This is an optimization exercise on Yosys and OpenROAD, whose aim is small area, a short achievable clock period and few clock cycles per item, not a production implementation.
The RTL was checked by simulation tests, not by an equivalence proof against the original design.

**flow/design.v**
```verilog
`timescale 1ns / 1ps
module cnn_top (
    clk,
    rst_n,
    start,
    done,
    data_bram_wen, data_bram_addr, data_bram_din,
    weight_bram_wen, weight_bram_addr, weight_bram_din,
    feature_bram_wen, feature_bram_addr, feature_bram_din,
    dense_w_bram_wen, dense_w_bram_addr, dense_w_bram_din,
    final_class_out
);
    input             clk;
    input             rst_n;
    input             start;
    output reg        done;
    input             data_bram_wen;
    input      [3:0]  data_bram_addr;
    input      [7:0]  data_bram_din;
    input             weight_bram_wen;
    input      [3:0]  weight_bram_addr;
    input      [7:0]  weight_bram_din;
    input             feature_bram_wen;
    input      [4:0]  feature_bram_addr;
    input      [23:0] feature_bram_din;
    input             dense_w_bram_wen;
    input      [4:0]  dense_w_bram_addr;
    input      [7:0]  dense_w_bram_din;
    output     [1:0]  final_class_out;
    reg [3:0] cnt;                  
    wire busy = (cnt != 4'd0);
    always @(posedge clk or negedge rst_n) begin
        if (!rst_n) begin
            cnt  <= 4'd0;
            done <= 1'b0;
        end else begin
            if (!busy)
                cnt <= start ? 4'd1 : 4'd0;
            else
                cnt <= (cnt == 4'd8) ? 4'd0 : cnt + 4'd1;
            done <= (cnt == 4'd7);
        end
    end
    wire rot_w = busy && (cnt <= 4'd6);
    reg signed [7:0] x [0:7];
    reg signed [7:0] k [0:2];
    reg signed [7:0] w0 [0:5];
    reg signed [7:0] w1 [0:5];
    reg signed [7:0] w2 [0:5];
    integer i;
    always @(posedge clk) begin
        for (i = 0; i < 8; i = i + 1)
            if (data_bram_wen && data_bram_addr == i)
                x[i] <= data_bram_din;
            else if (busy)
                x[i] <= x[(i + 1) % 8];
        for (i = 0; i < 3; i = i + 1)
            if (weight_bram_wen && weight_bram_addr == i)
                k[i] <= weight_bram_din;
        for (i = 0; i < 6; i = i + 1) begin
            if (dense_w_bram_wen && dense_w_bram_addr == i)
                w0[i] <= dense_w_bram_din;
            else if (rot_w)
                w0[i] <= w0[(i + 1) % 6];
            if (dense_w_bram_wen && dense_w_bram_addr == i + 6)
                w1[i] <= dense_w_bram_din;
            else if (rot_w)
                w1[i] <= w1[(i + 1) % 6];
            if (dense_w_bram_wen && dense_w_bram_addr == i + 12)
                w2[i] <= dense_w_bram_din;
            else if (rot_w)
                w2[i] <= w2[(i + 1) % 6];
        end
    end
    wire signed [17:0] conv = x[0] * k[0] + x[1] * k[1] + x[2] * k[2];
    reg        [15:0] feat;
    reg signed [8:0]  d1, d2;
    always @(posedge clk) begin
        feat <= conv[17] ? 16'd0 : conv[15:0];
        d1   <= w0[0] - w1[0];
        d2   <= w0[0] - w2[0];
    end
    reg signed [27:0] acc1, acc2;
    wire first = (cnt == 4'd2);
    wire signed [16:0] feat_s = {1'b0, feat};
    always @(posedge clk) begin
        acc1 <= (first ? 28'sd0 : acc1) + feat_s * d1;
        acc2 <= (first ? 28'sd0 : acc2) + feat_s * d2;
    end
    assign final_class_out = (!acc1[27] && !acc2[27]) ? 2'd0 :
                             (acc2 >= acc1)           ? 2'd1 : 2'd2;
endmodule
```
**flow/run.sh**
```bash
#!/bin/bash
# synth_recipe.tcl (not shown) runs the flow's synth.tcl, then flattens the netlist and writes it again
# the make line also repeats each setting of config.mk as NAME=value (left out here)
make -C /OpenROAD-flow-scripts/flow DESIGN_CONFIG=/design/flow/config.mk WORK_HOME=/design/flow/orfs CLKGATE_MAP_FILE= SYNTH_SCRIPT=/design/flow/synth_recipe.tcl finish
```
**flow/config.mk**
```make
export PLATFORM = sky130hd
export DESIGN_NAME = cnn_top
export DESIGN_NICKNAME = cnn_top
export VERILOG_FILES = /design/flow/design.v
export SDC_FILE = /design/flow/constraint.sdc
export NUM_CORES = 4
export LEC_CHECK = 0
export CAP_MARGIN = 20
export CORE_MARGIN = 2
export CORE_UTILIZATION = 40
export PLACE_DENSITY = 0.6
export SLEW_MARGIN = 20
```
**flow/constraint.sdc**
```tcl
create_clock -name core_clock -period 7.0 [get_ports {clk}]
set_input_delay 1.4000 -clock core_clock [delete_from_list [all_inputs] [get_ports {clk}]]
set_output_delay 1.4000 -clock core_clock [all_outputs]
set_load 0.01 [all_outputs]
```
==> flow_summary.json <==
{
  "nets": 3943,
  "r2r_setup_slack_ns": 0.35,
  "synth_common_cells": "inv_1 (600), fa_1 (478), nand2_1 (304), ha_1 (279), edfxtp_1 (232)",
  "ios": 76,
  "cp.arrival_ns": 7.09,
  "synth-edff-count": 232,
  "antenna_found_initial": 2,
  "seq_area_frac_synth_pct": 27.11,
  "syn_inst": 3048,
  "dieArea_um2": 84320,
  "r2r_cells": 21,
  "vias": 20760,
  "start_util_pct": 40.21,
  "fmax_mhz": 150.3,
  "cp_num_cells": 21,
  "area_growth_pct": 10.07,
  "tns_ns": 0,
  "synth_fa_ha_area_share_pct": 39.81,
  "relSlewSlack_pct": 34.03,
  "critPathTopFamily": "adder cells",
  "synth_simple_gate_area_share_pct": 12.14,
  "hold_path_end": "cnt[0]$_DFF_PN0_",
  "synth_area_leaders": "fa_1 (29%), edfxtp_1 (21%), ha_1 (11%)",
  "drive_above_1_share_pct": 10.58,
  "synth_top_family_by_area": "adder cells",
  "worst_slew_pin_slew_ns": 0.9843,
  "routed_wl_mm": 73.56,
  "die_w_um": 290.4,
  "synth_compound_area_share_pct": 4.192,
  "crit_required_ns": 7.44,
  "setup-violations-final": 0,
  "hold_violations": 0,
  "first_iter_violations": 986,
  "regToRegStartpoint": "x[0][7]$_DFFE_PP_",
  "synth-seq-cells": 327,
  "cts_tree": "yes",
  "fin_crit_sh_pct": 95.06,
  "grt_max_degree": 26,
  "synth.mux.area_fraction_pct": 6.961,
  "yosysTopAreaCell": "fa_1",
  "cts_made_buffers": 42,
  "hp-start": "cnt[0]$_DFF_PN0_",
  "grt_pass1_wl_mm": 121.9,
  "worstHoldPathCells": 1,
  "synth-main-ff-cell": "edfxtp_1",
  "cpMaxStageDelayCell": "fa_1",
  "slew_violations": 0,
  "clkTransAtPathRegs_ns": 0.06,
  "grt_overflow": 0,
  "path_buf_inv": 6,
  "ant_nets": 0,
  "final_util_pct": 44.26,
  "synth_xor_xnor_area_share_pct": 2.029,
  "cp_common_cell": "fa_1",
  "routedWlPerCell_um": 17.44,
  "core-area_um2": 81580,
  "hold_buffers": 0,
  "syn_nets": 3878,
  "hp-class": "reg2reg",
  "worstPathMaxFanout": 16,
  "vias_per_cell": 4.923,
  "port_buffers": 45,
  "r2r-end": "feat[15]$_SDFF_PP0_",
  "drc_errors": 0,
  "synth_top_area_share_pct": 29.17,
  "critical_path_class": "reg2reg",
  "clock_latency_ns": 0.59,
  "gp_congestion": 0.8298,
  "h-tree-depth": 2,
  "drt-pass1-iter-count": 5,
  "cp-end-kind": "flop",
  "grt_pass1_vias": 22740,
  "antenna_cells": 0,
  "post-synth-top-count-cell": "inv_1",
  "cts-root-buf": "clkbuf_16",
  "syn_area_um2": 32800,
  "synth_async_sr_flop_share_pct": 1.529,
  "ys_warn_count": 6,
  "clockBufferDepth": 3,
  "run_status": "no timing/DRC/antenna violations",
  "fp.dieH_um": 290.4,
  "period_minus_slack_ns": 6.654,
  "dp_hpwl_mm": 59.29,
  "cts_num_sinks": 327,
  "grt_setup_unrepaired": "no",
  "worst_setup_path_start_kind": "flop",
  "crit_chain": "nand2_1 > inv_1 > fa_1 > inv_1 > fa_1 > fa_1 > inv_1 > fa_1 > inv_1 > fa_1 > fa_1 > fa_1 > inv_1 > ha_1 > nand3_1 > a211o_1 > and3_1 > o21a_1 > a211oi_4 > buf_12 > nor2_1",
  "skew_ns": 0.03580,
  "track_usage_pct": 18.28,
  "row_count": 105,
  "slowest_delay_ns": 0.64,
  "ys_types": 69,
  "cap_violations": 0,
  "synth_area_per_cell_um2": 10.76
}
-- cell usage in the layout (no fill, tap or decap), drive strengths merged, types with 17 or more instances in the layout --
cell           count
a21o              31
xor2              24
clkdlybuf4s50     45
and2             221
inv              605
nor2b             24
ha               279
dfxtp             90
nor2             113
clkbuf            57
mux2             201
fa               478
nand2b            55
buf               50
a211oi            17
xnor2             52
nor3              27
edfxtp           232
nand2            304
o21ai             49
a21oi             48
-- logic make-up (layout without fill, tap and decap cells) --
logic type               count (synthesis)  count (layout)
AND/OR/NAND/NOR                        805             805
flip-flops                             327             327
AO/OA/AOI/OAI                          205             205
multiplexers                           203             203
adder cells (fa/ha/maj)                757             757
XOR/XNOR                                76              76
buffers and inverters                  675             774
-- timing repair --
action,in CTS,in global routing
buffers inserted,0,3
gates resized for setup,0,4
endpoints found under the hold margin,0,0
setup endpoints to repair,0,16
-- final cells by class --
class	instances	area [um2]
Multi-Input combinational cell	2046	21390
Clock inverter	21	254.0
Inverter	601	2256
Sequential cell	327	8894
Timing Repair Buffer	95	838.3
Clock buffer	57	1139
Fill cell	7772	45480
Tap cell	1070	1339
-- per-stage QoR --
step | std cells | instance area [um2] | worst slack (ns) | hold slack, ns
after global placement | 4136 | 34670 | 0.2724 | 0.4953
after detailed placement | 4136 | 34670 | 0.2259 | 0.5008
after floorplan | 3048 | 32800 | 0.6240 | 0.4672
final | 4217 | 36110 | 0.3458 | 0.5103
after global routing | 4217 | 36110 | 0.009357 | 0.5370
after CTS | 4214 | 36070 | 0.1806 | 0.5154
-- worst max path at each step --
stage,start,endpoint,slack (ns)
2_1_floorplan,x[1][7]$_DFFE_PP_,feat[10]$_SDFF_PP0_,0.62
3_3_place_gp,x[1][7]$_DFFE_PP_,feat[5]$_SDFF_PP0_,0.27
3_5_place_dp,x[1][7]$_DFFE_PP_,feat[15]$_SDFF_PP0_,0.23
4_1_cts,x[1][7]$_DFFE_PP_,feat[15]$_SDFF_PP0_,0.18
5_1_grt,x[0][7]$_DFFE_PP_,feat[7]$_SDFF_PP0_,0.009
6_report,x[0][7]$_DFFE_PP_,feat[15]$_SDFF_PP0_,0.35
-- flip-flops by register name, indices dropped and copies added (netlist names), 16 cells and up --
name  flops
acc1     28
k        24
w2       48
feat     16
w1       48
w0       48
acc2     28
x        64
-- layer usage --
layer	share of wire, %	global-route usage (%)	vias up	wire length (um)
met5	0	0	-	0
met4	3.5	6.148	0	2572
met3	3.7	2.180	114	2729
met2	50	32.13	343	36540
met1	43	23.36	10510	31720
li1	-	-	9791	-
Testbench counts, summed over its fixed seeds: cycles 5,120, inferences 320.

separate check: timing with driven ports:
How much do the figures lean on ideal ports? The routed layout below was timed once more, with nothing changed but the port constraints. Step 1 sets driving cells, clkbuf_16 on the clock port and buf_2 on the other inputs (assumed; they add their load-dependent delay and slew). Step 2 also shifts input and output timing later by t, the mid clock arrival at the registers, as if the neighbouring blocks saw the same clock. Slacks: ideal ports / drivers / drivers and shift; pairs: ideal ports / drivers.
t, ns: 0.637
slack for setup (ns): 0.346 / 0.346 / 0.346
hold WS [ns]: 0.510 / 0.510 / 0.510
clock arrival spread, ns: 0.039 / 0.039
pins driven straight from the clock port: 1
After both steps setup and hold are still met in this run. For this run, drivers alone change the setup slack by 0.000 ns; drivers and shift together by 0.000 ns.
